This design comes from an exercise in tuning for small area and a short achievable clock period on the open sky130 flow, not from production work.
No run shown here included a check of the RTL's function; only the layout flow was run.
Power and IR drop assume default switching activity.

### config.mk
export PLATFORM = sky130hd
export DESIGN_NAME = mxu_pe
export DESIGN_NICKNAME = mxu_pe
export VERILOG_FILES = /design/flow/design.v
export SDC_FILE = /design/flow/constraint.sdc
export NUM_CORES = 4
export LEC_CHECK = 0
export CAP_MARGIN = 20
export CORE_MARGIN = 2
export CORE_UTILIZATION = 60
export SETUP_SLACK_MARGIN = 4.0
export SLEW_MARGIN = 20
export SYNTH_HIERARCHICAL = 1
### constraint.sdc
create_clock -name core_clock -period 6.2 [get_ports {clk}]
set_input_delay 1.2400 -clock core_clock [delete_from_list [all_inputs] [get_ports {clk}]]
set_output_delay 1.2400 -clock core_clock [all_outputs]
set_load 0.01 [all_outputs]
### design.v
module mxu_pe_mac_lo (
    input wire [7:0] w,
    input wire one0, two0, neg0,
    input wire one1, two1, neg1,
    input wire [12:0] ps,
    output wire [12:0] lo,
    output wire t
);
  wire [8:0] pp0;
  assign pp0[0] = (one0 & w[0]) ^ neg0;
  assign pp0[1] = ((one0 & w[1]) | (two0 & w[0])) ^ neg0;
  assign pp0[2] = ((one0 & w[2]) | (two0 & w[1])) ^ neg0;
  assign pp0[3] = ((one0 & w[3]) | (two0 & w[2])) ^ neg0;
  assign pp0[4] = ((one0 & w[4]) | (two0 & w[3])) ^ neg0;
  assign pp0[5] = ((one0 & w[5]) | (two0 & w[4])) ^ neg0;
  assign pp0[6] = ((one0 & w[6]) | (two0 & w[5])) ^ neg0;
  assign pp0[7] = ((one0 & w[7]) | (two0 & w[6])) ^ neg0;
  assign pp0[8] = ((one0 & w[7]) | (two0 & w[7])) ^ neg0;
  wire [8:0] pp1;
  assign pp1[0] = (one1 & w[0]) ^ neg1;
  assign pp1[1] = ((one1 & w[1]) | (two1 & w[0])) ^ neg1;
  assign pp1[2] = ((one1 & w[2]) | (two1 & w[1])) ^ neg1;
  assign pp1[3] = ((one1 & w[3]) | (two1 & w[2])) ^ neg1;
  assign pp1[4] = ((one1 & w[4]) | (two1 & w[3])) ^ neg1;
  assign pp1[5] = ((one1 & w[5]) | (two1 & w[4])) ^ neg1;
  assign pp1[6] = ((one1 & w[6]) | (two1 & w[5])) ^ neg1;
  assign pp1[7] = ((one1 & w[7]) | (two1 & w[6])) ^ neg1;
  assign pp1[8] = ((one1 & w[7]) | (two1 & w[7])) ^ neg1;
  wire ls1 = ps[2] ^ neg1 ^ pp0[2];
  wire lc2 = (ps[2] & neg1) | (ps[2] & pp0[2]) | (neg1 & pp0[2]);
  wire ls3 = ps[3] ^ pp0[3] ^ pp1[1];
  wire lc4 = (ps[3] & pp0[3]) | (ps[3] & pp1[1]) | (pp0[3] & pp1[1]);
  wire ls5 = ps[4] ^ pp0[4] ^ pp1[2];
  wire lc6 = (ps[4] & pp0[4]) | (ps[4] & pp1[2]) | (pp0[4] & pp1[2]);
  wire ls7 = ps[5] ^ pp0[5] ^ pp1[3];
  wire lc8 = (ps[5] & pp0[5]) | (ps[5] & pp1[3]) | (pp0[5] & pp1[3]);
  wire ls9 = ps[6] ^ pp0[6] ^ pp1[4];
  wire lc10 = (ps[6] & pp0[6]) | (ps[6] & pp1[4]) | (pp0[6] & pp1[4]);
  wire ls11 = ps[7] ^ pp0[7] ^ pp1[5];
  wire lc12 = (ps[7] & pp0[7]) | (ps[7] & pp1[5]) | (pp0[7] & pp1[5]);
  wire ls13 = ~ps[8] ^ ~pp0[8] ^ pp1[6];
  wire lc14 = (~ps[8] & ~pp0[8]) | (~ps[8] & pp1[6]) | (~pp0[8] & pp1[6]);
  wire ls15 = ~ps[9] ^ pp1[7] ^ ps[8];
  wire lc16 = (~ps[9] & pp1[7]) | (~ps[9] & ps[8]) | (pp1[7] & ps[8]);
  wire ls17 = ps[10] ^ ~pp1[8] ^ ps[9];
  wire lc18 = (ps[10] & ~pp1[8]) | (ps[10] & ps[9]) | (~pp1[8] & ps[9]);
  wire [12:0] ra = {ps[12], ~ps[11], ls17, ls15, ls13, ls11, ls9, ls7, ls5, ls3, ls1, ps[1], ps[0]};
  wire [12:0] rb = {ps[11], lc18, lc16, lc14, lc12, lc10, lc8, lc6, lc4, lc2, pp1[0], pp0[1], pp0[0]};
  mxu_pe_add13 add (.a(ra), .b(rb), .cin(neg0), .sum(lo), .cout(t));
endmodule
module mxu_pe_mac_hi (
    input wire [7:0] w,
    input wire one2, two2, neg2,
    input wire one3, two3, neg3,
    input wire [23:0] x,
    input wire t,
    output wire [23:0] result
);
  wire [8:0] pp2;
  assign pp2[0] = (one2 & w[0]) ^ neg2;
  assign pp2[1] = ((one2 & w[1]) | (two2 & w[0])) ^ neg2;
  assign pp2[2] = ((one2 & w[2]) | (two2 & w[1])) ^ neg2;
  assign pp2[3] = ((one2 & w[3]) | (two2 & w[2])) ^ neg2;
  assign pp2[4] = ((one2 & w[4]) | (two2 & w[3])) ^ neg2;
  assign pp2[5] = ((one2 & w[5]) | (two2 & w[4])) ^ neg2;
  assign pp2[6] = ((one2 & w[6]) | (two2 & w[5])) ^ neg2;
  assign pp2[7] = ((one2 & w[7]) | (two2 & w[6])) ^ neg2;
  assign pp2[8] = ((one2 & w[7]) | (two2 & w[7])) ^ neg2;
  wire [8:0] pp3;
  assign pp3[0] = (one3 & w[0]) ^ neg3;
  assign pp3[1] = ((one3 & w[1]) | (two3 & w[0])) ^ neg3;
  assign pp3[2] = ((one3 & w[2]) | (two3 & w[1])) ^ neg3;
  assign pp3[3] = ((one3 & w[3]) | (two3 & w[2])) ^ neg3;
  assign pp3[4] = ((one3 & w[4]) | (two3 & w[3])) ^ neg3;
  assign pp3[5] = ((one3 & w[5]) | (two3 & w[4])) ^ neg3;
  assign pp3[6] = ((one3 & w[6]) | (two3 & w[5])) ^ neg3;
  assign pp3[7] = ((one3 & w[7]) | (two3 & w[6])) ^ neg3;
  assign pp3[8] = ((one3 & w[7]) | (two3 & w[7])) ^ neg3;
  wire hs1 = x[6] ^ neg3 ^ pp2[2];
  wire hc2 = (x[6] & neg3) | (x[6] & pp2[2]) | (neg3 & pp2[2]);
  wire hs3 = x[7] ^ pp2[3] ^ pp3[1];
  wire hc4 = (x[7] & pp2[3]) | (x[7] & pp3[1]) | (pp2[3] & pp3[1]);
  wire hs5 = x[8] ^ pp2[4] ^ pp3[2];
  wire hc6 = (x[8] & pp2[4]) | (x[8] & pp3[2]) | (pp2[4] & pp3[2]);
  wire hs7 = x[9] ^ pp2[5] ^ pp3[3];
  wire hc8 = (x[9] & pp2[5]) | (x[9] & pp3[3]) | (pp2[5] & pp3[3]);
  wire hs9 = x[10] ^ pp2[6] ^ pp3[4];
  wire hc10 = (x[10] & pp2[6]) | (x[10] & pp3[4]) | (pp2[6] & pp3[4]);
  wire hs11 = x[11] ^ pp2[7] ^ pp3[5];
  wire hc12 = (x[11] & pp2[7]) | (x[11] & pp3[5]) | (pp2[7] & pp3[5]);
  wire hs13 = x[12] ^ ~pp2[8] ^ pp3[6];
  wire hc14 = (x[12] & ~pp2[8]) | (x[12] & pp3[6]) | (~pp2[8] & pp3[6]);
  wire hs15 = ~x[13] ^ t ^ pp3[7];
  wire hc16 = (~x[13] & t) | (~x[13] & pp3[7]) | (t & pp3[7]);
  wire hs17 = x[14] ^ ~pp3[8] ^ x[13];
  wire hc18 = (x[14] & ~pp3[8]) | (x[14] & x[13]) | (~pp3[8] & x[13]);
  wire [10:0] ra = {hs17, hs15, hs13, hs11, hs9, hs7, hs5, hs3, hs1, x[5], x[4]};
  wire [10:0] rb = {hc16, hc14, hc12, hc10, hc8, hc6, hc4, hc2, pp3[0], pp2[1], pp2[0]};
  wire [10:0] sum;
  wire c_add;
  mxu_pe_add11 add (.a(ra), .b(rb), .cin(neg2), .sum(sum), .cout(c_add));
  wire c_fa = hc18;
  wire [8:0] sel0, sel1, hi;
  mxu_pe_hipre hipre (.xh(x[23:15]), .c(c_fa), .sel0(sel0), .sel1(sel1));
  mxu_pe_mux9 himux (.sel0(sel0), .sel1(sel1), .s(c_add), .y(hi));
  assign result = {hi, sum, x[3:0]};
endmodule
module mxu_pe_add13 (
    input wire [12:0] a,
    input wire [12:0] b,
    input wire cin,
    output wire [12:0] sum,
    output wire cout
);
  wire [12:0] x;
  wire gn0_1, pn0_1;
  mxu_pe_pg0 u_pg0 (.a(a[0]), .b(b[0]), .gn(gn0_1), .pn(pn0_1));
  mxu_pe_hx u_x0 (.a(a[0]), .b(b[0]), .x(x[0]));
  wire gn0_2, pn0_2;
  mxu_pe_pg0 u_pg1 (.a(a[1]), .b(b[1]), .gn(gn0_2), .pn(pn0_2));
  mxu_pe_hx u_x1 (.a(a[1]), .b(b[1]), .x(x[1]));
  wire gn0_3, pn0_3;
  mxu_pe_pg0 u_pg2 (.a(a[2]), .b(b[2]), .gn(gn0_3), .pn(pn0_3));
  mxu_pe_hx u_x2 (.a(a[2]), .b(b[2]), .x(x[2]));
  wire gn0_4, pn0_4;
  mxu_pe_pg0 u_pg3 (.a(a[3]), .b(b[3]), .gn(gn0_4), .pn(pn0_4));
  mxu_pe_hx u_x3 (.a(a[3]), .b(b[3]), .x(x[3]));
  wire gn0_5, pn0_5;
  mxu_pe_pg0 u_pg4 (.a(a[4]), .b(b[4]), .gn(gn0_5), .pn(pn0_5));
  mxu_pe_hx u_x4 (.a(a[4]), .b(b[4]), .x(x[4]));
  wire gn0_6, pn0_6;
  mxu_pe_pg0 u_pg5 (.a(a[5]), .b(b[5]), .gn(gn0_6), .pn(pn0_6));
  mxu_pe_hx u_x5 (.a(a[5]), .b(b[5]), .x(x[5]));
  wire gn0_7, pn0_7;
  mxu_pe_pg0 u_pg6 (.a(a[6]), .b(b[6]), .gn(gn0_7), .pn(pn0_7));
  mxu_pe_hx u_x6 (.a(a[6]), .b(b[6]), .x(x[6]));
  wire gn0_8, pn0_8;
  mxu_pe_pg0 u_pg7 (.a(a[7]), .b(b[7]), .gn(gn0_8), .pn(pn0_8));
  mxu_pe_hx u_x7 (.a(a[7]), .b(b[7]), .x(x[7]));
  wire gn0_9, pn0_9;
  mxu_pe_pg0 u_pg8 (.a(a[8]), .b(b[8]), .gn(gn0_9), .pn(pn0_9));
  mxu_pe_hx u_x8 (.a(a[8]), .b(b[8]), .x(x[8]));
  wire gn0_10, pn0_10;
  mxu_pe_pg0 u_pg9 (.a(a[9]), .b(b[9]), .gn(gn0_10), .pn(pn0_10));
  mxu_pe_hx u_x9 (.a(a[9]), .b(b[9]), .x(x[9]));
  wire gn0_11, pn0_11;
  mxu_pe_pg0 u_pg10 (.a(a[10]), .b(b[10]), .gn(gn0_11), .pn(pn0_11));
  mxu_pe_hx u_x10 (.a(a[10]), .b(b[10]), .x(x[10]));
  wire gn0_12, pn0_12;
  mxu_pe_pg0 u_pg11 (.a(a[11]), .b(b[11]), .gn(gn0_12), .pn(pn0_12));
  mxu_pe_hx u_x11 (.a(a[11]), .b(b[11]), .x(x[11]));
  wire gn0_13, pn0_13;
  mxu_pe_pg0 u_pg12 (.a(a[12]), .b(b[12]), .gn(gn0_13), .pn(pn0_13));
  mxu_pe_hx u_x12 (.a(a[12]), .b(b[12]), .x(x[12]));
  wire cinn = ~cin;
  wire g1_0 = ~cinn;
  wire g1_1;
  mxu_pe_gi u_n1_1 (.gnh(gn0_1), .pnh(pn0_1), .gnl(cinn), .g(g1_1));
  wire g1_2 = ~gn0_2;
  wire p1_2 = ~pn0_2;
  wire g1_3, p1_3;
  mxu_pe_gpi u_n1_3 (.gnh(gn0_3), .pnh(pn0_3), .gnl(gn0_2), .pnl(pn0_2), .g(g1_3), .p(p1_3));
  wire g1_4 = ~gn0_4;
  wire p1_4 = ~pn0_4;
  wire g1_5, p1_5;
  mxu_pe_gpi u_n1_5 (.gnh(gn0_5), .pnh(pn0_5), .gnl(gn0_4), .pnl(pn0_4), .g(g1_5), .p(p1_5));
  wire g1_6 = ~gn0_6;
  wire p1_6 = ~pn0_6;
  wire g1_7, p1_7;
  mxu_pe_gpi u_n1_7 (.gnh(gn0_7), .pnh(pn0_7), .gnl(gn0_6), .pnl(pn0_6), .g(g1_7), .p(p1_7));
  wire g1_8 = ~gn0_8;
  wire p1_8 = ~pn0_8;
  wire g1_9, p1_9;
  mxu_pe_gpi u_n1_9 (.gnh(gn0_9), .pnh(pn0_9), .gnl(gn0_8), .pnl(pn0_8), .g(g1_9), .p(p1_9));
  wire g1_10 = ~gn0_10;
  wire p1_10 = ~pn0_10;
  wire g1_11, p1_11;
  mxu_pe_gpi u_n1_11 (.gnh(gn0_11), .pnh(pn0_11), .gnl(gn0_10), .pnl(pn0_10), .g(g1_11), .p(p1_11));
  wire g1_12 = ~gn0_12;
  wire p1_12 = ~pn0_12;
  wire g1_13, p1_13;
  mxu_pe_gpi u_n1_13 (.gnh(gn0_13), .pnh(pn0_13), .gnl(gn0_12), .pnl(pn0_12), .g(g1_13), .p(p1_13));
  wire g2_0 = ~g1_0;
  wire g2_1 = ~g1_1;
  wire g2_2;
  mxu_pe_gt u_n2_2 (.gh(g1_2), .ph(p1_2), .gl(g1_1), .gn(g2_2));
  wire g2_3;
  mxu_pe_gt u_n2_3 (.gh(g1_3), .ph(p1_3), .gl(g1_1), .gn(g2_3));
  wire g2_4 = ~g1_4;
  wire p2_4 = ~p1_4;
  wire g2_5 = ~g1_5;
  wire p2_5 = ~p1_5;
  wire g2_6, p2_6;
  mxu_pe_gpt u_n2_6 (.gh(g1_6), .ph(p1_6), .gl(g1_5), .pl(p1_5), .gn(g2_6), .pn(p2_6));
  wire g2_7, p2_7;
  mxu_pe_gpt u_n2_7 (.gh(g1_7), .ph(p1_7), .gl(g1_5), .pl(p1_5), .gn(g2_7), .pn(p2_7));
  wire g2_8 = ~g1_8;
  wire p2_8 = ~p1_8;
  wire g2_9 = ~g1_9;
  wire p2_9 = ~p1_9;
  wire g2_10, p2_10;
  mxu_pe_gpt u_n2_10 (.gh(g1_10), .ph(p1_10), .gl(g1_9), .pl(p1_9), .gn(g2_10), .pn(p2_10));
  wire g2_11, p2_11;
  mxu_pe_gpt u_n2_11 (.gh(g1_11), .ph(p1_11), .gl(g1_9), .pl(p1_9), .gn(g2_11), .pn(p2_11));
  wire g2_12 = ~g1_12;
  wire p2_12 = ~p1_12;
  wire g2_13 = ~g1_13;
  wire p2_13 = ~p1_13;
  wire g3_0 = ~g2_0;
  wire g3_1 = ~g2_1;
  wire g3_2 = ~g2_2;
  wire g3_3 = ~g2_3;
  wire g3_4;
  mxu_pe_gi u_n3_4 (.gnh(g2_4), .pnh(p2_4), .gnl(g2_3), .g(g3_4));
  wire g3_5;
  mxu_pe_gi u_n3_5 (.gnh(g2_5), .pnh(p2_5), .gnl(g2_3), .g(g3_5));
  wire g3_6;
  mxu_pe_gi u_n3_6 (.gnh(g2_6), .pnh(p2_6), .gnl(g2_3), .g(g3_6));
  wire g3_7;
  mxu_pe_gi u_n3_7 (.gnh(g2_7), .pnh(p2_7), .gnl(g2_3), .g(g3_7));
  wire g3_8 = ~g2_8;
  wire p3_8 = ~p2_8;
  wire g3_9 = ~g2_9;
  wire p3_9 = ~p2_9;
  wire g3_10 = ~g2_10;
  wire p3_10 = ~p2_10;
  wire g3_11 = ~g2_11;
  wire p3_11 = ~p2_11;
  wire g3_12, p3_12;
  mxu_pe_gpi u_n3_12 (.gnh(g2_12), .pnh(p2_12), .gnl(g2_11), .pnl(p2_11), .g(g3_12), .p(p3_12));
  wire g3_13, p3_13;
  mxu_pe_gpi u_n3_13 (.gnh(g2_13), .pnh(p2_13), .gnl(g2_11), .pnl(p2_11), .g(g3_13), .p(p3_13));
  wire g4_0 = ~g3_0;
  wire g4_1 = ~g3_1;
  wire g4_2 = ~g3_2;
  wire g4_3 = ~g3_3;
  wire g4_4 = ~g3_4;
  wire g4_5 = ~g3_5;
  wire g4_6 = ~g3_6;
  wire g4_7 = ~g3_7;
  wire g4_8;
  mxu_pe_gt u_n4_8 (.gh(g3_8), .ph(p3_8), .gl(g3_7), .gn(g4_8));
  wire g4_9;
  mxu_pe_gt u_n4_9 (.gh(g3_9), .ph(p3_9), .gl(g3_7), .gn(g4_9));
  wire g4_10;
  mxu_pe_gt u_n4_10 (.gh(g3_10), .ph(p3_10), .gl(g3_7), .gn(g4_10));
  wire g4_11;
  mxu_pe_gt u_n4_11 (.gh(g3_11), .ph(p3_11), .gl(g3_7), .gn(g4_11));
  wire g4_12;
  mxu_pe_gt u_n4_12 (.gh(g3_12), .ph(p3_12), .gl(g3_7), .gn(g4_12));
  wire g4_13;
  mxu_pe_gt u_n4_13 (.gh(g3_13), .ph(p3_13), .gl(g3_7), .gn(g4_13));
  assign sum[0] = ~(x[0] ^ g4_0);
  assign sum[1] = ~(x[1] ^ g4_1);
  assign sum[2] = ~(x[2] ^ g4_2);
  assign sum[3] = ~(x[3] ^ g4_3);
  assign sum[4] = ~(x[4] ^ g4_4);
  assign sum[5] = ~(x[5] ^ g4_5);
  assign sum[6] = ~(x[6] ^ g4_6);
  assign sum[7] = ~(x[7] ^ g4_7);
  assign sum[8] = ~(x[8] ^ g4_8);
  assign sum[9] = ~(x[9] ^ g4_9);
  assign sum[10] = ~(x[10] ^ g4_10);
  assign sum[11] = ~(x[11] ^ g4_11);
  assign sum[12] = ~(x[12] ^ g4_12);
  assign cout = ~g4_13;
endmodule
module mxu_pe_add11 (
    input wire [10:0] a,
    input wire [10:0] b,
    input wire cin,
    output wire [10:0] sum,
    output wire cout
);
  wire [10:0] x;
  wire gn0_1, pn0_1;
  mxu_pe_pg0 u_pg0 (.a(a[0]), .b(b[0]), .gn(gn0_1), .pn(pn0_1));
  mxu_pe_hx u_x0 (.a(a[0]), .b(b[0]), .x(x[0]));
  wire gn0_2, pn0_2;
  mxu_pe_pg0 u_pg1 (.a(a[1]), .b(b[1]), .gn(gn0_2), .pn(pn0_2));
  mxu_pe_hx u_x1 (.a(a[1]), .b(b[1]), .x(x[1]));
  wire gn0_3, pn0_3;
  mxu_pe_pg0 u_pg2 (.a(a[2]), .b(b[2]), .gn(gn0_3), .pn(pn0_3));
  mxu_pe_hx u_x2 (.a(a[2]), .b(b[2]), .x(x[2]));
  wire gn0_4, pn0_4;
  mxu_pe_pg0 u_pg3 (.a(a[3]), .b(b[3]), .gn(gn0_4), .pn(pn0_4));
  mxu_pe_hx u_x3 (.a(a[3]), .b(b[3]), .x(x[3]));
  wire gn0_5, pn0_5;
  mxu_pe_pg0 u_pg4 (.a(a[4]), .b(b[4]), .gn(gn0_5), .pn(pn0_5));
  mxu_pe_hx u_x4 (.a(a[4]), .b(b[4]), .x(x[4]));
  wire gn0_6, pn0_6;
  mxu_pe_pg0 u_pg5 (.a(a[5]), .b(b[5]), .gn(gn0_6), .pn(pn0_6));
  mxu_pe_hx u_x5 (.a(a[5]), .b(b[5]), .x(x[5]));
  wire gn0_7, pn0_7;
  mxu_pe_pg0 u_pg6 (.a(a[6]), .b(b[6]), .gn(gn0_7), .pn(pn0_7));
  mxu_pe_hx u_x6 (.a(a[6]), .b(b[6]), .x(x[6]));
  wire gn0_8, pn0_8;
  mxu_pe_pg0 u_pg7 (.a(a[7]), .b(b[7]), .gn(gn0_8), .pn(pn0_8));
  mxu_pe_hx u_x7 (.a(a[7]), .b(b[7]), .x(x[7]));
  wire gn0_9, pn0_9;
  mxu_pe_pg0 u_pg8 (.a(a[8]), .b(b[8]), .gn(gn0_9), .pn(pn0_9));
  mxu_pe_hx u_x8 (.a(a[8]), .b(b[8]), .x(x[8]));
  wire gn0_10, pn0_10;
  mxu_pe_pg0 u_pg9 (.a(a[9]), .b(b[9]), .gn(gn0_10), .pn(pn0_10));
  mxu_pe_hx u_x9 (.a(a[9]), .b(b[9]), .x(x[9]));
  wire gn0_11, pn0_11;
  mxu_pe_pg0 u_pg10 (.a(a[10]), .b(b[10]), .gn(gn0_11), .pn(pn0_11));
  mxu_pe_hx u_x10 (.a(a[10]), .b(b[10]), .x(x[10]));
  wire cinn = ~cin;
  wire g1_0 = ~cinn;
  wire g1_1;
  mxu_pe_gi u_n1_1 (.gnh(gn0_1), .pnh(pn0_1), .gnl(cinn), .g(g1_1));
  wire g1_2 = ~gn0_2;
  wire p1_2 = ~pn0_2;
  wire g1_3, p1_3;
  mxu_pe_gpi u_n1_3 (.gnh(gn0_3), .pnh(pn0_3), .gnl(gn0_2), .pnl(pn0_2), .g(g1_3), .p(p1_3));
  wire g1_4 = ~gn0_4;
  wire p1_4 = ~pn0_4;
  wire g1_5, p1_5;
  mxu_pe_gpi u_n1_5 (.gnh(gn0_5), .pnh(pn0_5), .gnl(gn0_4), .pnl(pn0_4), .g(g1_5), .p(p1_5));
  wire g1_6 = ~gn0_6;
  wire p1_6 = ~pn0_6;
  wire g1_7, p1_7;
  mxu_pe_gpi u_n1_7 (.gnh(gn0_7), .pnh(pn0_7), .gnl(gn0_6), .pnl(pn0_6), .g(g1_7), .p(p1_7));
  wire g1_8 = ~gn0_8;
  wire p1_8 = ~pn0_8;
  wire g1_9, p1_9;
  mxu_pe_gpi u_n1_9 (.gnh(gn0_9), .pnh(pn0_9), .gnl(gn0_8), .pnl(pn0_8), .g(g1_9), .p(p1_9));
  wire g1_10 = ~gn0_10;
  wire p1_10 = ~pn0_10;
  wire g1_11, p1_11;
  mxu_pe_gpi u_n1_11 (.gnh(gn0_11), .pnh(pn0_11), .gnl(gn0_10), .pnl(pn0_10), .g(g1_11), .p(p1_11));
  wire g2_0 = ~g1_0;
  wire g2_1 = ~g1_1;
  wire g2_2;
  mxu_pe_gt u_n2_2 (.gh(g1_2), .ph(p1_2), .gl(g1_1), .gn(g2_2));
  wire g2_3;
  mxu_pe_gt u_n2_3 (.gh(g1_3), .ph(p1_3), .gl(g1_1), .gn(g2_3));
  wire g2_4 = ~g1_4;
  wire p2_4 = ~p1_4;
  wire g2_5 = ~g1_5;
  wire p2_5 = ~p1_5;
  wire g2_6, p2_6;
  mxu_pe_gpt u_n2_6 (.gh(g1_6), .ph(p1_6), .gl(g1_5), .pl(p1_5), .gn(g2_6), .pn(p2_6));
  wire g2_7, p2_7;
  mxu_pe_gpt u_n2_7 (.gh(g1_7), .ph(p1_7), .gl(g1_5), .pl(p1_5), .gn(g2_7), .pn(p2_7));
  wire g2_8 = ~g1_8;
  wire p2_8 = ~p1_8;
  wire g2_9 = ~g1_9;
  wire p2_9 = ~p1_9;
  wire g2_10, p2_10;
  mxu_pe_gpt u_n2_10 (.gh(g1_10), .ph(p1_10), .gl(g1_9), .pl(p1_9), .gn(g2_10), .pn(p2_10));
  wire g2_11, p2_11;
  mxu_pe_gpt u_n2_11 (.gh(g1_11), .ph(p1_11), .gl(g1_9), .pl(p1_9), .gn(g2_11), .pn(p2_11));
  wire g3_0 = ~g2_0;
  wire g3_1 = ~g2_1;
  wire g3_2 = ~g2_2;
  wire g3_3 = ~g2_3;
  wire g3_4;
  mxu_pe_gi u_n3_4 (.gnh(g2_4), .pnh(p2_4), .gnl(g2_3), .g(g3_4));
  wire g3_5;
  mxu_pe_gi u_n3_5 (.gnh(g2_5), .pnh(p2_5), .gnl(g2_3), .g(g3_5));
  wire g3_6;
  mxu_pe_gi u_n3_6 (.gnh(g2_6), .pnh(p2_6), .gnl(g2_3), .g(g3_6));
  wire g3_7;
  mxu_pe_gi u_n3_7 (.gnh(g2_7), .pnh(p2_7), .gnl(g2_3), .g(g3_7));
  wire g3_8 = ~g2_8;
  wire p3_8 = ~p2_8;
  wire g3_9 = ~g2_9;
  wire p3_9 = ~p2_9;
  wire g3_10 = ~g2_10;
  wire p3_10 = ~p2_10;
  wire g3_11 = ~g2_11;
  wire p3_11 = ~p2_11;
  wire g4_0 = ~g3_0;
  wire g4_1 = ~g3_1;
  wire g4_2 = ~g3_2;
  wire g4_3 = ~g3_3;
  wire g4_4 = ~g3_4;
  wire g4_5 = ~g3_5;
  wire g4_6 = ~g3_6;
  wire g4_7 = ~g3_7;
  wire g4_8;
  mxu_pe_gt u_n4_8 (.gh(g3_8), .ph(p3_8), .gl(g3_7), .gn(g4_8));
  wire g4_9;
  mxu_pe_gt u_n4_9 (.gh(g3_9), .ph(p3_9), .gl(g3_7), .gn(g4_9));
  wire g4_10;
  mxu_pe_gt u_n4_10 (.gh(g3_10), .ph(p3_10), .gl(g3_7), .gn(g4_10));
  wire g4_11;
  mxu_pe_gt u_n4_11 (.gh(g3_11), .ph(p3_11), .gl(g3_7), .gn(g4_11));
  assign sum[0] = ~(x[0] ^ g4_0);
  assign sum[1] = ~(x[1] ^ g4_1);
  assign sum[2] = ~(x[2] ^ g4_2);
  assign sum[3] = ~(x[3] ^ g4_3);
  assign sum[4] = ~(x[4] ^ g4_4);
  assign sum[5] = ~(x[5] ^ g4_5);
  assign sum[6] = ~(x[6] ^ g4_6);
  assign sum[7] = ~(x[7] ^ g4_7);
  assign sum[8] = ~(x[8] ^ g4_8);
  assign sum[9] = ~(x[9] ^ g4_9);
  assign sum[10] = ~(x[10] ^ g4_10);
  assign cout = ~g4_11;
endmodule
module mxu_pe_hipre (input wire [8:0] xh, input wire c, output wire [8:0] sel0,
                     output wire [8:0] sel1);
  wire [8:0] xh_m1 = xh - 9'd1;
  wire [8:0] xh_p1 = xh + 9'd1;
  assign sel0 = c ? xh : xh_m1;
  assign sel1 = c ? xh_p1 : xh;
endmodule
module mxu_pe_mux9 (input wire [8:0] sel0, input wire [8:0] sel1, input wire s,
                    output wire [8:0] y);
  assign y = s ? sel1 : sel0;
endmodule
module mxu_pe_pg0 (input wire a, input wire b, output wire gn, output wire pn);
  assign gn = ~(a & b);
  assign pn = ~(a | b);
endmodule
module mxu_pe_hx (input wire a, input wire b, output wire x);
  assign x = a ^ b;
endmodule
module mxu_pe_gpt (input wire gh, input wire ph, input wire gl, input wire pl,
                   output wire gn, output wire pn);
  assign gn = ~(gh | (ph & gl));
  assign pn = ~(ph & pl);
endmodule
module mxu_pe_gpi (input wire gnh, input wire pnh, input wire gnl, input wire pnl,
                   output wire g, output wire p);
  assign g = ~(gnh & (pnh | gnl));
  assign p = ~(pnh | pnl);
endmodule
module mxu_pe_gt (input wire gh, input wire ph, input wire gl, output wire gn);
  assign gn = ~(gh | (ph & gl));
endmodule
module mxu_pe_gi (input wire gnh, input wire pnh, input wire gnl, output wire g);
  assign g = ~(gnh & (pnh | gnl));
endmodule
module mxu_pe #(
    parameter Y_INDEX = 0   
) (
    input wire clk,
    input wire rst_n,
    input wire load_phase,
    input wire [7:0] load_weight_target_y,
    input wire [7:0] load_weight,
    input wire [7:0] activation,
    input wire [23:0] partial_sum,
    output reg [23:0] result,
    output reg phase_out,
    output reg [7:0] load_weight_target_y_out,
    output reg [7:0] weight_out,
    output reg [7:0] activation_out_bw
);
  reg ld1, ld2;
  reg [7:0] ty1, ty2;
  reg [7:0] lw1, lw2;
  reg [7:0] act1, act2, act3, act4;
  reg two0_1, one1_1, two1_1;   
  reg one2_2, two2_2, one3_2, two3_2;   
  reg [23:0] ps1;
  reg [23:0] mac2;
  reg mac2_t;
  reg [7:0] w_cur, w_old, w_nx1, w_nx2;
  wire hit2 = ld2 && (ty2 == Y_INDEX);
  wire [12:0] lo1;
  wire t1;
  wire [23:0] x2 = {mac2[23:13], ~mac2[12], mac2[11:0]};
  wire [23:0] sum2;
  mxu_pe_mac_lo mac_lo (
      .w(w_cur),
      .one0(act1[0]),
      .two0(two0_1),
      .neg0(act1[1]),
      .one1(one1_1),
      .two1(two1_1),
      .neg1(act1[3]),
      .ps(ps1[12:0]),
      .lo(lo1),
      .t(t1)
  );
  mxu_pe_mac_hi mac_hi (
      .w(w_old),
      .one2(one2_2),
      .two2(two2_2),
      .neg2(act2[5]),
      .one3(one3_2),
      .two3(two3_2),
      .neg3(act2[7]),
      .x(x2),
      .t(mac2_t),
      .result(sum2)
  );
  always @(posedge clk or negedge rst_n) begin
    if (!rst_n) begin
      ld1 <= 1'b0;
      ty1 <= 8'b0;
      lw1 <= 8'b0;
      ld2 <= 1'b0;
      ty2 <= 8'b0;
      lw2 <= 8'b0;
      phase_out <= 1'b0;
      load_weight_target_y_out <= 8'b0;
      weight_out <= 8'b0;
      act1 <= 8'b0;
      act2 <= 8'b0;
      act3 <= 8'b0;
      act4 <= 8'b0;
      activation_out_bw <= 8'b0;
      two0_1 <= 1'b0;
      one1_1 <= 1'b0;
      two1_1 <= 1'b0;
      one2_2 <= 1'b0;
      two2_2 <= 1'b0;
      one3_2 <= 1'b0;
      two3_2 <= 1'b0;
      ps1 <= 24'b0;
      mac2 <= 24'b0;
      mac2_t <= 1'b0;
      result <= 24'b0;
      w_cur <= 8'b0;
      w_old <= 8'b0;
      w_nx1 <= 8'b0;
      w_nx2 <= 8'b0;
    end else begin
      ld1 <= load_phase;
      ty1 <= load_weight_target_y;
      lw1 <= load_weight;
      ld2 <= ld1;
      ty2 <= ty1;
      lw2 <= lw1;
      phase_out <= ld2;
      load_weight_target_y_out <= ty2;
      weight_out <= lw2;
      act1 <= activation;
      act2 <= act1;
      act3 <= act2;
      act4 <= act3;
      activation_out_bw <= act4;
      two0_1 <= activation[1] & ~activation[0];
      one1_1 <= activation[2] ^ activation[1];
      two1_1 <= (activation[3] ^ activation[2]) & ~(activation[2] ^ activation[1]);
      one2_2 <= act1[4] ^ act1[3];
      two2_2 <= (act1[5] ^ act1[4]) & ~(act1[4] ^ act1[3]);
      one3_2 <= act1[6] ^ act1[5];
      two3_2 <= (act1[7] ^ act1[6]) & ~(act1[6] ^ act1[5]);
      ps1 <= partial_sum;
      mac2 <= {ps1[23:13], ~lo1[12], lo1[11:0]};
      mac2_t <= t1;
      result <= sum2;
      w_nx2 <= hit2 ? lw2 : w_old;
      w_nx1 <= w_nx2;
      w_cur <= w_nx1;
      w_old <= w_cur;
    end
  end
endmodule
### flow/run.sh
#!/bin/bash
# Standard ORFS layout with smaller port buffers and a clock tree without dummy loads.
set -euo pipefail
export BUFFER_PORTS_ARGS="-buffer_cell sky130_fd_sc_hd__buf_1"
export CTS_ARGS="-sink_clustering_enable -repair_clock_nets -dont_use_dummy_load -buf_list sky130_fd_sc_hd__clkbuf_8"
bash standard.sh > standard_flow.log 2>&1
### standard.sh
#!/bin/bash
# synth_recipe.tcl (not shown) runs the flow's synth.tcl, then flattens the netlist and writes it again
# the make line also repeats each setting of config.mk as NAME=value (left out here)
make -C /OpenROAD-flow-scripts/flow DESIGN_CONFIG=/design/flow/config.mk WORK_HOME=/design/flow/orfs CLKGATE_MAP_FILE= SYNTH_SCRIPT=/design/flow/synth_recipe.tcl "${@:-finish}"
==> results of run 1 <==
[cell usage in the layout (no fill, tap or decap), types with 3 or more instances in the layout]
cell,netlist,layout
mux2_2,8,8
nor3_1,5,5
buf_12,0,5
a21oi_4,0,7
o21ai_0,4,4
o21ai_4,0,5
xor2_1,51,50
nor2_4,0,6
o21ai_2,14,19
xnor2_1,51,37
o21ai_1,13,3
inv_2,0,7
nand2_1,47,46
clkbuf_2,0,43
fa_2,0,4
nor2_2,0,18
inv_1,60,52
fa_1,18,14
buf_4,7,30
dfrtp_1,203,184
nand2b_1,3,3
mux2_4,9,9
xnor2_2,0,14
nor2_1,42,18
buf_1,0,53
dfrtp_2,0,18
a21oi_2,22,15
buf_6,10,12
clkbuf_8,0,31
a22oi_2,15,25
[worst register-to-register path: cells and delay by family, from the launching register on]
family                   cells  cell delay, ns
AO/OA/AOI/OAI                3            0.41
XOR/XNOR                     1            0.10
adder cells (fa/ha/maj)      1            0.53
buffers and inverters        5            0.56
flip-flops                   1            0.46
multiplexers                 1            0.29
AND/OR/NAND/NOR              2            0.24
[how the worst min path moves through the flow]
stage | to | slack (ns) | cells after the start
floorplan | act2[2] | 0.33 | 0
global placement | w_nx1[0] | 0.33 | 0
detailed placement | activation_out_bw[3] | 0.33 | 0
CTS | w_nx1[2] | 0.30 | 0
global route | w_nx1[1] | 0.30 | 0
finish | w_nx1[1] | 0.32 | 0
[stage by stage]
| step | setup slack (ns) | util [%] |
|---|---|---|
| 3_3_place_gp | 3.26 | 65.3 |
| 5_1_grt | 3.30 | 75.0 |
| 6_report | 3.45 | 75.0 |
| 4_1_cts | 3.45 | 72.2 |
| 3_5_place_dp | 3.18 | 65.3 |
| 2_1_floorplan | 3.64 | - |
[power breakdown]
part	total, mW	switching (mW)	internal, mW	leakage (nW)
sequential	1.57	0.0845	1.49	2.42
combinational	1.11	0.567	0.540	1.94
clock	0.862	0.424	0.438	0.223
[kinds of logic (layout without fill, tap and decap cells)]
| kind of cell | after synthesis | in the layout | share of synthesized area [%] |
|---|---|---|---|
| and+or+nand+nor | 108 | 108 | 5.99 |
| DFF | 203 | 203 | 62.0 |
| buffers and inverters | 80 | 236 | 4.94 |
| xor gates and xnor gates | 102 | 102 | 10.9 |
| adders and majority gates | 20 | 20 | 4.71 |
| AOI/OAI and AO/OA | 81 | 81 | 8.54 |
| muxes | 18 | 18 | 2.87 |
[timing repair]
item	in CTS	in global routing
buffers inserted	30	13
endpoints found under the setup margin	77	137
pin swaps	31	28
gates resized for setup	63	94
hold buffers	0	0
[modules after synthesis, one instance, submodules excluded, excerpt]
module,cells inside,flops+latches,copies in the design
mxu_pe_hipre,48,0,1
mxu_pe_gpt,2,0,8
mxu_pe_add13,31,0,1
mxu_pe_hx,1,0,24
mxu_pe_add11,27,0,1
mxu_pe_pg0,2,0,24
mxu_pe_mac_lo,61,0,1
mxu_pe_gpi,2,0,13
mxu_pe_gi,1,0,10
mxu_pe_gt,1,0,14
[per-layer routing]
metal  up-vias  global-route usage (%)  share of wire (%)  routed length, um
met5         -                       0                  0                  0
met4         0                    7.92                2.8                410
met3        33                    3.54                4.5                657
met2       114                    34.6                 50               7220
met1      2370                    27.7                 43               6150
li1       2232                       -                  -                  -
[cell type report]
type,instances,area (um^2)
well taps,176,220
clock buffers,31,427
inverters,60,229
repair buffers,145,887
fillers,887,3330
flip-flops and latches,203,5110
multi-input cells,329,3100
==> flow_summary.json, run 1 <==
{
  "dp_hpwl_mm": 9.49,
  "hold_path_class": "reg2reg",
  "hold_viol": 0,
  "crit_required_ns": 6.61,
  "crit_path_top_delay_cell": "fa_2",
  "slew_violations": 0,
  "routed_wl_mm": 14.4,
  "numClockSinks": 203,
  "post-route-period-util_pct": 44.4,
  "grt_usage_pct": 20.8,
  "grt_pass1_wl_mm": 23.8,
  "rsz0062_at_grt": "yes",
  "fin_area_um2": 9970,
  "grt_pass1_vias": 5008,
  "cts_buffers": 31,
  "startpoint": "one3_2",
  "critical_path_depth": 13,
  "die_w_um": 121,
  "slew_headroom_pct": 47.9,
  "finalSetupViolCount": 0,
  "cellPowerDensity_nw_per_um2": 355,
  "r2r-start": "one3_2",
  "worstRegToRegCells": 13,
  "p_leak_nw": 4.58,
  "yosys_warnings": 7,
  "synth_nets": 683,
  "drc_errors": 0,
  "clock_skew_ns": 0.0322,
  "critPathMaxStageDelay_ns": 0.53,
  "fin_tns_setup_ns": 0,
  "cts_root_buf": "clkbuf_8",
  "syn_area_um2": 8190,
  "cp_max_fo": 9,
  "instances_no_fill": 944,
  "clk_transition_reported_paths_ns": 0.06,
  "syn_inst": 612,
  "synthArstFlopShare_pct": 100,
  "num_vias": 4749,
  "htreeDepth": 1,
  "arrival_ns": 3.16,
  "drive_above_1_share_pct": 37.5,
  "worst_slew_pin_slew_ns": 0.782,
  "routed_via_density": 5.03,
  "cp-end-kind": "flop",
  "outcome": "finished clean",
  "clock_path_buffers": 3,
  "gp_congestion": 0.809,
  "grt_antenna_before_repair": 0,
  "numPortBuffers": 99,
  "finalPower_mw": 3.54,
  "max_freq_mhz": 363,
  "vdd_drop_max_uv": 201,
  "cap_violations": 0,
  "synth.most_common_cell": "dfrtp_1",
  "clock_latency_ns": 0.55,
  "crit_end": "result[17]",
  "place_inst": 870,
  "area_delta_synth_final_pct": 21.7,
  "holdWs_ns": 0.323,
  "ys_seq_area_share_pct": 62.0,
  "critPathKind": "reg2reg",
  "ys_ff_latch": 203,
  "reg_top3": "mac2 (24), ps1 (24), result (24)",
  "ys.flop_type": "dfrtp_1",
  "grt_max_degree": 62,
  "timing.rr.end": "result[17]",
  "postPlaceCellArea_um2": 8680,
  "yosys.area.top_type": "dfrtp_1",
  "crit_chain": "buf_6 -> o21ai_4 -> xnor2_2 -> fa_2 -> inv_1 -> nor2_2 -> nor2_2 -> a21oi_2 -> inv_1 -> a21oi_4 -> clkinvlp_4 -> buf_12 -> mux2_4",
  "synth_area_leaders": "dfrtp_1, xnor2_1, xor2_1",
  "die_h_um": 121,
  "synth_edf_count": 0,
  "initial_core_util_pct": 61.6,
  "die-area_um2": 14600,
  "core_um2": 13300,
  "first_pass_iters": 4,
  "diodes": 0,
  "r2r_slack_ns": 3.45,
  "io_pins": 100,
  "start_kind": "flop",
  "synth_top_area_share_pct": 62.0,
  "drt-initial-drc-count": 213,
  "rows": 42,
  "wire_per_inst_um": 15.3,
  "tritoncts": "yes",
  "hp-start": "w_nx2[1]",
  "avgSynthCellArea_um2": 13.4,
  "synth.top_cells.by_count": "dfrtp_1, inv_1, xnor2_1, xor2_1, nand2_1",
  "crit_family": "buffers and inverters",
  "nets": 841,
  "ant_nets": 0,
  "period_minus_slack_ns": 2.75,
  "grt_overflow": 0,
  "path_buf_inv": 5,
  "synth_cell_types": 34
}
==> inputs of run 2 (changes only) <==
--- a/config.mk
+++ b/config.mk
@@ -10,3 +10,3 @@
 export CORE_UTILIZATION = 60
-export SETUP_SLACK_MARGIN = 4.0
+export SETUP_SLACK_MARGIN = 3.0
 export SLEW_MARGIN = 20
==> run 2 against run 1 <==
Sequential cell count unchanged. Still clean on timing, DRC and antenna. Sequential power about the same. Maximum frequency down 8.8%. Worst hold slack better by 0.010 ns. Largest power group unchanged. Synthesized area unchanged. Critical path depth down 1. Final area down 8.8%. Critical endpoint unchanged. Wire length down 9.5%. Global-route usage down 1.3 points. Utilization down 6.6 points. Largest cell class unchanged.
==> flow_summary.json, run 2 <==
{
  "grt_overflow": 0,
  "pre_cts_slack_ns": 2.94,
  "rsz0062_at_grt": "no",
  "synthArstFlopShare_pct": 100,
  "clock_path_buffers": 3,
  "die-area_um2": 14600,
  "r2r-start": "one2_2",
  "postPlaceCellArea_um2": 8620,
  "ys.flop_type": "dfrtp_1",
  "slew_headroom_pct": 37.8,
  "setup_slack_ns": 3.18,
  "finalSetupViolCount": 0,
  "syn_inst": 612,
  "initial_core_util_pct": 61.6,
  "ys_ff_latch": 203,
  "period_minus_slack_ns": 3.02,
  "numPortBuffers": 99,
  "ys_seq_area_share_pct": 62.0,
  "clk_transition_reported_paths_ns": 0.05,
  "routed_wl_mm": 13.1,
  "synth_top_area_share_pct": 62.0,
  "numClockSinks": 203,
  "hold_path_class": "reg2reg",
  "yosys_warnings": 7,
  "max_freq_mhz": 332,
  "cp_max_fo": 9,
  "place_inst": 868,
  "instances_no_fill": 900,
  "start_kind": "flop",
  "core_um2": 13300,
  "register_area_um2": 5080,
  "avgSynthCellArea_um2": 13.4,
  "synth_edf_count": 0,
  "synth_cell_types": 34,
  "multi_input_area_um2": 2710,
  "drive_above_1_share_pct": 15.6,
  "io_pins": 100,
  "outcome": "finished clean",
  "rows": 42,
  "tritoncts": "yes",
  "hp-start": "act3[7]",
  "wire_per_inst_um": 14.5,
  "worst_slew_pin_slew_ns": 0.933,
  "synth.top_cells.by_count": "dfrtp_1, inv_1, xnor2_1, xor2_1, nand2_1",
  "p_leak_nw": 4.11,
  "dp_hpwl_mm": 9.35,
  "routed_via_density": 5.03,
  "slew_violations": 0,
  "hold-path-endpoint": "act4[7]",
  "critPathKind": "reg2reg",
  "crit_required_ns": 6.60,
  "clock_latency_ns": 0.52,
  "fill_cells": 960,
  "synth.most_common_cell": "dfrtp_1",
  "fin_tns_setup_ns": 0,
  "diodes": 0,
  "cts_buffers": 31,
  "gp_congestion": 0.885,
  "clock_skew_ns": 0.0172,
  "mostFrequentLayoutCell": "dfrtp_1",
  "drc_errors": 0,
  "drt-initial-drc-count": 195,
  "worstHoldPathCells": 0,
  "synth_nets": 683,
  "htreeDepth": 1,
  "worstRegToRegCells": 12,
  "grt_pass1_vias": 4674,
  "grt_pass1_wl_mm": 22.4,
  "cellPowerDensity_nw_per_um2": 355,
  "grt_max_degree": 127,
  "first_pass_iters": 4,
  "timing.rr.end": "result[17]",
  "arrival_ns": 3.41,
  "cp-end-kind": "flop",
  "synth_area_leaders": "dfrtp_1, xnor2_1, xor2_1",
  "mostFrequentLayoutCells": "dfrtp_1, buf_1, inv_1",
  "die_w_um": 121,
  "reg_top3": "mac2 (24), ps1 (24), result (24)",
  "fin_area_um2": 9080,
  "nets": 797,
  "cap_violations": 0,
  "cts_root_buf": "clkbuf_8",
  "die_h_um": 121,
  "num_vias": 4529,
  "vdd_drop_max_uv": 213,
  "syn_area_um2": 8190,
  "yosys.area.top_type": "dfrtp_1",
  "post-route-period-util_pct": 48.6,
  "hold_viol": 0,
  "grt_antenna_before_repair": 0,
  "r2r_slack_ns": 3.18,
  "area_delta_synth_final_pct": 11.0,
  "grt_usage_pct": 19.5,
  "ant_nets": 0
}
==> run 2: cell count changes in the layout (fill, tap and decap cells not counted), moves of 17 or more <==
cell,delta
buf_1,+45
clkbuf_2,-43
buf_4,-29
nor2_1,+24
nor2_2,-18
dfrtp_1,+17
==> run 2: what timing repair did <==
| action | 4_1_cts | 5_1_grt |
|---|---|---|
| endpoints found under the setup margin | 9 | 10 |
| cloned | 0 | 0 |
| buffers inserted | 0 | 1 |
| resized for setup | 1 | 4 |
| hold buffers | 0 | 0 |
| pin swaps | 0 | 0 |
==> run 2: worst max path at each step <==
| stage | start | to | cells after the start |
|---|---|---|---|
| after floorplan | one2_2 | result[15] | 13 |
| after CTS | act2[7] | result[17] | 10 |
| final | one2_2 | result[17] | 12 |
| after global routing | one2_2 | result[17] | 12 |
| after global placement | act2[7] | result[16] | 10 |
| after detailed placement | act2[7] | result[17] | 10 |
==> run 2: final cells by class <==
cell class | count | share of cell area [%]
repair buffers | 101 | 4.57
multi-input cells | 329 | 29.8
inverters | 60 | 2.52
well taps | 176 | 2.42
flip-flops and latches | 203 | 55.9
clock buffers | 31 | 4.70
==> run 2: layer usage <==
metal,global-route usage (%),share of wire (%),vias up
met2,32.0,50,139
met4,6.90,2.9,0
met3,3.82,4.9,31
li1,-,-,2149
met5,0,0,-
met1,26.3,43,2210
==> run 2: logic make-up after synthesis <==
group	count (synthesis)	synth area share [%]
xor+xnor	102	10.9
buf+inv	80	4.94
flops	203	62.0
simple gates	108	5.99
mux	18	2.87
compound gates	81	8.54
fa+ha+maj	20	4.71
==> run 2: report_power, final <==
part	switching [mW]	internal [mW]	total (mW)
Sequential	0.0854	1.49	1.57
Combinational	0.456	0.349	0.806
Clock	0.411	0.437	0.848
==> run 2: metrics by stage <==
step	total power [mW]	hold WS [ns]	utilization, %
after floorplan	2.21	0.331	-
after global placement	2.36	0.331	64.9
after detailed placement	2.38	0.335	64.9
after CTS	3.25	0.338	68.1
after global routing	3.44	0.347	68.3
final	3.22	0.334	68.3
==> run 2: critical path, stage by stage (launching register included) <==
cell and delay (ns):
dfrtp_1 0.51, a22oi_2 0.14, xor2_1 0.17, fa_1 0.49
inv_1 0.07, nor2_1 0.16, nor2_1 0.08, a21oi_2 0.27
o21ai_2 0.18, a21oi_2 0.24, clkinvlp_4 0.15, buf_12 0.16
mux2_4 0.29
==> run 2: Yosys stat by module, one instance, submodules excluded <==
module	times used	cell area, um^2
mxu_pe	1	5290
mxu_pe_mac_lo	1	641
mxu_pe_mac_hi	1	599
mxu_pe_hipre	1	344
mxu_pe_add13	1	181
mxu_pe_add11	1	156
mxu_pe_mux9	1	146
mxu_pe_gpi	13	12.5
mxu_pe_gpt	8	12.5
mxu_pe_gt	14	8.76
mxu_pe_hx	24	8.76
mxu_pe_pg0	24	7.51
mxu_pe_gi	10	5.00
==> inputs of run 3 (changes only) <==
--- a/design.v
+++ b/design.v
@@ -96,12 +96,8 @@
   wire hc18 = (x[14] & ~pp3[8]) | (x[14] & x[13]) | (~pp3[8] & x[13]);
-  wire [10:0] ra = {hs17, hs15, hs13, hs11, hs9, hs7, hs5, hs3, hs1, x[5], x[4]};
-  wire [10:0] rb = {hc16, hc14, hc12, hc10, hc8, hc6, hc4, hc2, pp3[0], pp2[1], pp2[0]};
-  wire [10:0] sum;
-  wire c_add;
-  mxu_pe_add11 add (.a(ra), .b(rb), .cin(neg2), .sum(sum), .cout(c_add));
-  wire c_fa = hc18;
-  wire [8:0] sel0, sel1, hi;
-  mxu_pe_hipre hipre (.xh(x[23:15]), .c(c_fa), .sel0(sel0), .sel1(sel1));
-  mxu_pe_mux9 himux (.sel0(sel0), .sel1(sel1), .s(c_add), .y(hi));
-  assign result = {hi, sum, x[3:0]};
+  wire [19:0] ra = {~x[23], ~x[22], ~x[21], ~x[20], ~x[19], ~x[18], ~x[17], ~x[16], ~x[15], hs17, hs15, hs13, hs11, hs9, hs7, hs5, hs3, hs1, x[5], x[4]};
+  wire [19:0] rb = {x[22], x[21], x[20], x[19], x[18], x[17], x[16], x[15], hc18, hc16, hc14, hc12, hc10, hc8, hc6, hc4, hc2, pp3[0], pp2[1], pp2[0]};
+  wire [19:0] sum;
+  wire c_unused;
+  mxu_pe_add20 add (.a(ra), .b(rb), .cin(neg2), .sum(sum), .cout(c_unused));
+  assign result = {sum, x[3:0]};
 endmodule
@@ -267,10 +263,10 @@
 endmodule
-module mxu_pe_add11 (
-    input wire [10:0] a,
-    input wire [10:0] b,
+module mxu_pe_add20 (
+    input wire [19:0] a,
+    input wire [19:0] b,
     input wire cin,
-    output wire [10:0] sum,
+    output wire [19:0] sum,
     output wire cout
 );
-  wire [10:0] x;
+  wire [19:0] x;
   wire gn0_1, pn0_1;
@@ -308,2 +304,29 @@
   mxu_pe_hx u_x10 (.a(a[10]), .b(b[10]), .x(x[10]));
+  wire gn0_12, pn0_12;
+  mxu_pe_pg0 u_pg11 (.a(a[11]), .b(b[11]), .gn(gn0_12), .pn(pn0_12));
+  mxu_pe_hx u_x11 (.a(a[11]), .b(b[11]), .x(x[11]));
+  wire gn0_13, pn0_13;
+  mxu_pe_pg0 u_pg12 (.a(a[12]), .b(b[12]), .gn(gn0_13), .pn(pn0_13));
+  mxu_pe_hx u_x12 (.a(a[12]), .b(b[12]), .x(x[12]));
+  wire gn0_14, pn0_14;
+  mxu_pe_pg0 u_pg13 (.a(a[13]), .b(b[13]), .gn(gn0_14), .pn(pn0_14));
+  mxu_pe_hx u_x13 (.a(a[13]), .b(b[13]), .x(x[13]));
+  wire gn0_15, pn0_15;
+  mxu_pe_pg0 u_pg14 (.a(a[14]), .b(b[14]), .gn(gn0_15), .pn(pn0_15));
+  mxu_pe_hx u_x14 (.a(a[14]), .b(b[14]), .x(x[14]));
+  wire gn0_16, pn0_16;
+  mxu_pe_pg0 u_pg15 (.a(a[15]), .b(b[15]), .gn(gn0_16), .pn(pn0_16));
+  mxu_pe_hx u_x15 (.a(a[15]), .b(b[15]), .x(x[15]));
+  wire gn0_17, pn0_17;
+  mxu_pe_pg0 u_pg16 (.a(a[16]), .b(b[16]), .gn(gn0_17), .pn(pn0_17));
+  mxu_pe_hx u_x16 (.a(a[16]), .b(b[16]), .x(x[16]));
+  wire gn0_18, pn0_18;
+  mxu_pe_pg0 u_pg17 (.a(a[17]), .b(b[17]), .gn(gn0_18), .pn(pn0_18));
+  mxu_pe_hx u_x17 (.a(a[17]), .b(b[17]), .x(x[17]));
+  wire gn0_19, pn0_19;
+  mxu_pe_pg0 u_pg18 (.a(a[18]), .b(b[18]), .gn(gn0_19), .pn(pn0_19));
+  mxu_pe_hx u_x18 (.a(a[18]), .b(b[18]), .x(x[18]));
+  wire gn0_20, pn0_20;
+  mxu_pe_pg0 u_pg19 (.a(a[19]), .b(b[19]), .gn(gn0_20), .pn(pn0_20));
+  mxu_pe_hx u_x19 (.a(a[19]), .b(b[19]), .x(x[19]));
   wire cinn = ~cin;
@@ -332,2 +355,20 @@
   mxu_pe_gpi u_n1_11 (.gnh(gn0_11), .pnh(pn0_11), .gnl(gn0_10), .pnl(pn0_10), .g(g1_11), .p(p1_11));
+  wire g1_12 = ~gn0_12;
+  wire p1_12 = ~pn0_12;
+  wire g1_13, p1_13;
+  mxu_pe_gpi u_n1_13 (.gnh(gn0_13), .pnh(pn0_13), .gnl(gn0_12), .pnl(pn0_12), .g(g1_13), .p(p1_13));
+  wire g1_14 = ~gn0_14;
+  wire p1_14 = ~pn0_14;
+  wire g1_15, p1_15;
+  mxu_pe_gpi u_n1_15 (.gnh(gn0_15), .pnh(pn0_15), .gnl(gn0_14), .pnl(pn0_14), .g(g1_15), .p(p1_15));
+  wire g1_16 = ~gn0_16;
+  wire p1_16 = ~pn0_16;
+  wire g1_17, p1_17;
+  mxu_pe_gpi u_n1_17 (.gnh(gn0_17), .pnh(pn0_17), .gnl(gn0_16), .pnl(pn0_16), .g(g1_17), .p(p1_17));
+  wire g1_18 = ~gn0_18;
+  wire p1_18 = ~pn0_18;
+  wire g1_19, p1_19;
+  mxu_pe_gpi u_n1_19 (.gnh(gn0_19), .pnh(pn0_19), .gnl(gn0_18), .pnl(pn0_18), .g(g1_19), .p(p1_19));
+  wire g1_20 = ~gn0_20;
+  wire p1_20 = ~pn0_20;
   wire g2_0 = ~g1_0;
@@ -354,2 +395,20 @@
   mxu_pe_gpt u_n2_11 (.gh(g1_11), .ph(p1_11), .gl(g1_9), .pl(p1_9), .gn(g2_11), .pn(p2_11));
+  wire g2_12 = ~g1_12;
+  wire p2_12 = ~p1_12;
+  wire g2_13 = ~g1_13;
+  wire p2_13 = ~p1_13;
+  wire g2_14, p2_14;
+  mxu_pe_gpt u_n2_14 (.gh(g1_14), .ph(p1_14), .gl(g1_13), .pl(p1_13), .gn(g2_14), .pn(p2_14));
+  wire g2_15, p2_15;
+  mxu_pe_gpt u_n2_15 (.gh(g1_15), .ph(p1_15), .gl(g1_13), .pl(p1_13), .gn(g2_15), .pn(p2_15));
+  wire g2_16 = ~g1_16;
+  wire p2_16 = ~p1_16;
+  wire g2_17 = ~g1_17;
+  wire p2_17 = ~p1_17;
+  wire g2_18, p2_18;
+  mxu_pe_gpt u_n2_18 (.gh(g1_18), .ph(p1_18), .gl(g1_17), .pl(p1_17), .gn(g2_18), .pn(p2_18));
+  wire g2_19, p2_19;
+  mxu_pe_gpt u_n2_19 (.gh(g1_19), .ph(p1_19), .gl(g1_17), .pl(p1_17), .gn(g2_19), .pn(p2_19));
+  wire g2_20 = ~g1_20;
+  wire p2_20 = ~p1_20;
   wire g3_0 = ~g2_0;
@@ -374,2 +433,20 @@
   wire p3_11 = ~p2_11;
+  wire g3_12, p3_12;
+  mxu_pe_gpi u_n3_12 (.gnh(g2_12), .pnh(p2_12), .gnl(g2_11), .pnl(p2_11), .g(g3_12), .p(p3_12));
+  wire g3_13, p3_13;
+  mxu_pe_gpi u_n3_13 (.gnh(g2_13), .pnh(p2_13), .gnl(g2_11), .pnl(p2_11), .g(g3_13), .p(p3_13));
+  wire g3_14, p3_14;
+  mxu_pe_gpi u_n3_14 (.gnh(g2_14), .pnh(p2_14), .gnl(g2_11), .pnl(p2_11), .g(g3_14), .p(p3_14));
+  wire g3_15, p3_15;
+  mxu_pe_gpi u_n3_15 (.gnh(g2_15), .pnh(p2_15), .gnl(g2_11), .pnl(p2_11), .g(g3_15), .p(p3_15));
+  wire g3_16 = ~g2_16;
+  wire p3_16 = ~p2_16;
+  wire g3_17 = ~g2_17;
+  wire p3_17 = ~p2_17;
+  wire g3_18 = ~g2_18;
+  wire p3_18 = ~p2_18;
+  wire g3_19 = ~g2_19;
+  wire p3_19 = ~p2_19;
+  wire g3_20, p3_20;
+  mxu_pe_gpi u_n3_20 (.gnh(g2_20), .pnh(p2_20), .gnl(g2_19), .pnl(p2_19), .g(g3_20), .p(p3_20));
   wire g4_0 = ~g3_0;
@@ -390,14 +467,67 @@
   mxu_pe_gt u_n4_11 (.gh(g3_11), .ph(p3_11), .gl(g3_7), .gn(g4_11));
-  assign sum[0] = ~(x[0] ^ g4_0);
-  assign sum[1] = ~(x[1] ^ g4_1);
-  assign sum[2] = ~(x[2] ^ g4_2);
-  assign sum[3] = ~(x[3] ^ g4_3);
-  assign sum[4] = ~(x[4] ^ g4_4);
-  assign sum[5] = ~(x[5] ^ g4_5);
-  assign sum[6] = ~(x[6] ^ g4_6);
-  assign sum[7] = ~(x[7] ^ g4_7);
-  assign sum[8] = ~(x[8] ^ g4_8);
-  assign sum[9] = ~(x[9] ^ g4_9);
-  assign sum[10] = ~(x[10] ^ g4_10);
-  assign cout = ~g4_11;
+  wire g4_12;
+  mxu_pe_gt u_n4_12 (.gh(g3_12), .ph(p3_12), .gl(g3_7), .gn(g4_12));
+  wire g4_13;
+  mxu_pe_gt u_n4_13 (.gh(g3_13), .ph(p3_13), .gl(g3_7), .gn(g4_13));
+  wire g4_14;
+  mxu_pe_gt u_n4_14 (.gh(g3_14), .ph(p3_14), .gl(g3_7), .gn(g4_14));
+  wire g4_15;
+  mxu_pe_gt u_n4_15 (.gh(g3_15), .ph(p3_15), .gl(g3_7), .gn(g4_15));
+  wire g4_16 = ~g3_16;
+  wire p4_16 = ~p3_16;
+  wire g4_17 = ~g3_17;
+  wire p4_17 = ~p3_17;
+  wire g4_18 = ~g3_18;
+  wire p4_18 = ~p3_18;
+  wire g4_19 = ~g3_19;
+  wire p4_19 = ~p3_19;
+  wire g4_20 = ~g3_20;
+  wire p4_20 = ~p3_20;
+  wire g5_0 = ~g4_0;
+  wire g5_1 = ~g4_1;
+  wire g5_2 = ~g4_2;
+  wire g5_3 = ~g4_3;
+  wire g5_4 = ~g4_4;
+  wire g5_5 = ~g4_5;
+  wire g5_6 = ~g4_6;
+  wire g5_7 = ~g4_7;
+  wire g5_8 = ~g4_8;
+  wire g5_9 = ~g4_9;
+  wire g5_10 = ~g4_10;
+  wire g5_11 = ~g4_11;
+  wire g5_12 = ~g4_12;
+  wire g5_13 = ~g4_13;
+  wire g5_14 = ~g4_14;
+  wire g5_15 = ~g4_15;
+  wire g5_16;
+  mxu_pe_gi u_n5_16 (.gnh(g4_16), .pnh(p4_16), .gnl(g4_15), .g(g5_16));
+  wire g5_17;
+  mxu_pe_gi u_n5_17 (.gnh(g4_17), .pnh(p4_17), .gnl(g4_15), .g(g5_17));
+  wire g5_18;
+  mxu_pe_gi u_n5_18 (.gnh(g4_18), .pnh(p4_18), .gnl(g4_15), .g(g5_18));
+  wire g5_19;
+  mxu_pe_gi u_n5_19 (.gnh(g4_19), .pnh(p4_19), .gnl(g4_15), .g(g5_19));
+  wire g5_20;
+  mxu_pe_gi u_n5_20 (.gnh(g4_20), .pnh(p4_20), .gnl(g4_15), .g(g5_20));
+  assign sum[0] = x[0] ^ g5_0;
+  assign sum[1] = x[1] ^ g5_1;
+  assign sum[2] = x[2] ^ g5_2;
+  assign sum[3] = x[3] ^ g5_3;
+  assign sum[4] = x[4] ^ g5_4;
+  assign sum[5] = x[5] ^ g5_5;
+  assign sum[6] = x[6] ^ g5_6;
+  assign sum[7] = x[7] ^ g5_7;
+  assign sum[8] = x[8] ^ g5_8;
+  assign sum[9] = x[9] ^ g5_9;
+  assign sum[10] = x[10] ^ g5_10;
+  assign sum[11] = x[11] ^ g5_11;
+  assign sum[12] = x[12] ^ g5_12;
+  assign sum[13] = x[13] ^ g5_13;
+  assign sum[14] = x[14] ^ g5_14;
+  assign sum[15] = x[15] ^ g5_15;
+  assign sum[16] = x[16] ^ g5_16;
+  assign sum[17] = x[17] ^ g5_17;
+  assign sum[18] = x[18] ^ g5_18;
+  assign sum[19] = x[19] ^ g5_19;
+  assign cout = g5_20;
 endmodule
@@ -418,2 +548,5 @@
 endmodule
+module mxu_pe_maj (input wire a, input wire b, input wire c, output wire y);
+  assign y = (a & b) | (a & c) | (b & c);
+endmodule
 module mxu_pe_hx (input wire a, input wire b, output wire x);
--- a/config.mk
+++ b/config.mk
@@ -10,3 +10,3 @@
 export CORE_UTILIZATION = 60
-export SETUP_SLACK_MARGIN = 3.0
+export SETUP_SLACK_MARGIN = 3.6
 export SLEW_MARGIN = 20
==> run 3 against run 2 <==
Power increased by 5.1%. Highest routed layer unchanged. Die area increased by 0.37%. Maximum frequency increased by 17%. Wire length increased by 4.6%. Sequential share of layout area decreased by 2.7 points. Synthesized area increased by 0.38%. Largest cell class unchanged. Cell count increased by 5.7%. Global-route usage decreased by 0.64 points.
==> flow_summary.json, run 3 <==
{
  "num_vias": 4705,
  "routed_wl_mm": 13.7,
  "clock_path_buffers": 3,
  "area_delta_synth_final_pct": 16.5,
  "cts_root_buf": "clkbuf_8",
  "die_h_um": 121,
  "mostFrequentLayoutCell": "dfrtp_1",
  "max_freq_mhz": 387,
  "hold_viol": 0,
  "post-route-period-util_pct": 41.7,
  "multi_input_area_um2": 2960,
  "drt-initial-drc-count": 212,
  "crit_required_ns": 6.58,
  "fin_tns_setup_ns": 0,
  "diodes": 0,
  "yosys_warnings": 7,
  "routed_via_density": 4.95,
  "finalPower_mw": 3.39,
  "drc_errors": 0,
  "avgSynthCellArea_um2": 12.9,
  "dp_hpwl_mm": 9.44,
  "nets": 846,
  "slew_violations": 0,
  "drive_above_1_share_pct": 25.5,
  "instances_no_fill": 951,
  "wire_per_inst_um": 14.4,
  "htreeDepth": 1,
  "grt_overflow": 0,
  "setup_slack_ns": 3.62,
  "initial_core_util_pct": 61.8,
  "finalSetupViolCount": 0,
  "fin_area_um2": 9580,
  "first_pass_iters": 4,
  "postPlaceCellArea_um2": 8700,
  "arrival_ns": 2.96,
  "tritoncts": "yes",
  "hold_path_class": "reg2reg",
  "register_area_um2": 5100,
  "clock_skew_ns": 0.0369,
  "reg_top3": "mac2 (24), ps1 (24), result (24)",
  "syn_area_um2": 8220,
  "grt_usage_pct": 18.9,
  "outcome": "finished clean",
  "die-area_um2": 14700,
  "critPathKind": "reg2reg",
  "start_kind": "flop",
  "clock_latency_ns": 0.53,
  "worst_slew_pin_slew_ns": 0.917,
  "holdWs_ns": 0.328,
  "grt_pass1_vias": 4835,
  "slew_headroom_pct": 38.8,
  "pre_cts_slack_ns": 3.24,
  "cp_max_fo": 6,
  "period_minus_slack_ns": 2.58,
  "final_core_util_pct": 72.0,
  "cap_violations": 0,
  "cellPowerDensity_nw_per_um2": 354,
  "grt_antenna_before_repair": 0,
  "p_leak_nw": 4.34,
  "vdd_drop_max_uv": 187,
  "die_w_um": 121,
  "syn_inst": 636,
  "gp_congestion": 0.844,
  "rows": 42,
  "clk_transition_reported_paths_ns": 0.06,
  "grt_max_degree": 129,
  "fill_cells": 945,
  "cp-end-kind": "flop",
  "rsz0062_at_grt": "yes",
  "core_um2": 13300,
  "synth_nets": 705,
  "cts_buffers": 30,
  "grt_pass1_wl_mm": 22.2,
  "io_pins": 100,
  "mostFrequentLayoutCells": "dfrtp_1, buf_1, inv_1",
  "numPortBuffers": 99,
  "numClockSinks": 203,
  "ant_nets": 0,
  "place_inst": 896
}
-- run 3: power by group --
| part | switching [mW] | leakage [nW] | internal, mW |
|---|---|---|---|
| clock | 0.408 | 0.216 | 0.424 |
| sequential | 0.0811 | 2.42 | 1.48 |
| combinational | 0.567 | 1.70 | 0.426 |
| total | 1.06 | 4.34 | 2.33 |
-- run 3: final cells by class --
cell class / count / area share [%]
sequential: 203 / 53.3
multi-input combinational: 344 / 30.9
timing repair buffer: 125 / 6.41
clock buffer: 30 / 4.31
inverter: 73 / 2.86
tap: 176 / 2.30
-- run 3: worst paths after layout --
check                                                   end  cells past startpoint  slack [ns]      from
max in group asynchronous                           act2[5]                      2        4.17     rst_n
worst min-delay path                               w_nx1[2]                      0        0.33  w_nx2[2]
min in group asynchronous       load_weight_target_y_out[0]                      1        0.85     rst_n
worst max-delay path                             result[19]                     11        3.62    one2_2
worst min register to register                     w_nx1[2]                      0        0.33  w_nx2[2]
worst max register to register                   result[19]                     11        3.62    one2_2
-- run 3: what timing repair did --
| action | 4_1_cts | 5_1_grt |
|---|---|---|
| setup endpoints to repair | 17 | 20 |
| cloned | 0 | 0 |
| resized for setup | 17 | 56 |
| hold buffers | 0 | 0 |
| setup buffers | 3 | 22 |
| pin swaps | 3 | 31 |
-- run 3: worst max-delay path: stages (launching register included) --
cell	delay [ns]
dfrtp_2	0.47
buf_6	0.15
a22oi_2	0.16
xnor2_2	0.11
fa_2	0.61
nor2_1	0.07
nor2_2	0.14
nand2_1	0.12
o21ai_4	0.21
a21oi_4	0.12
buf_4	0.16
xnor2_2	0.12
-- run 3: metal layers --
metal  track usage, %  vias up  share of wire [%]
met5                0        -                  0
met2             32.3      103                 52
met1             24.5     2325                 42
li1                 -     2257                  -
met4             5.38        0                1.8
met3             3.90       20                4.4

-- what the ideal ports hide --
How much do the figures lean on ideal ports? The routed layouts below were timed once more, with nothing changed but the port constraints. Step 1 assumes that a clkbuf_16 drives the clock port and a buf_2 every other input. Step 2 times the ports against the registers' clock, not the clock port: input delays grow and output delays shrink by t, the midpoint of the rising clock arrivals with the driver on. Three values: no drivers, after step 1, after step 2; two values: the first two.
run	t (ns)	setup WS [ns]	worst setup path after step 2	worst slew at a driven data input, ns	cell pins on the clock port's net
run 1	0.572	3.448 / 3.448 / 3.448	register to register	0.04	1
run 2	0.553	3.184 / 3.184 / 3.184	register to register	0.03	1
run 3	0.553	3.615 / 3.615 / 3.615	register to register	0.04	1
After both steps setup and hold are still met in every run listed.
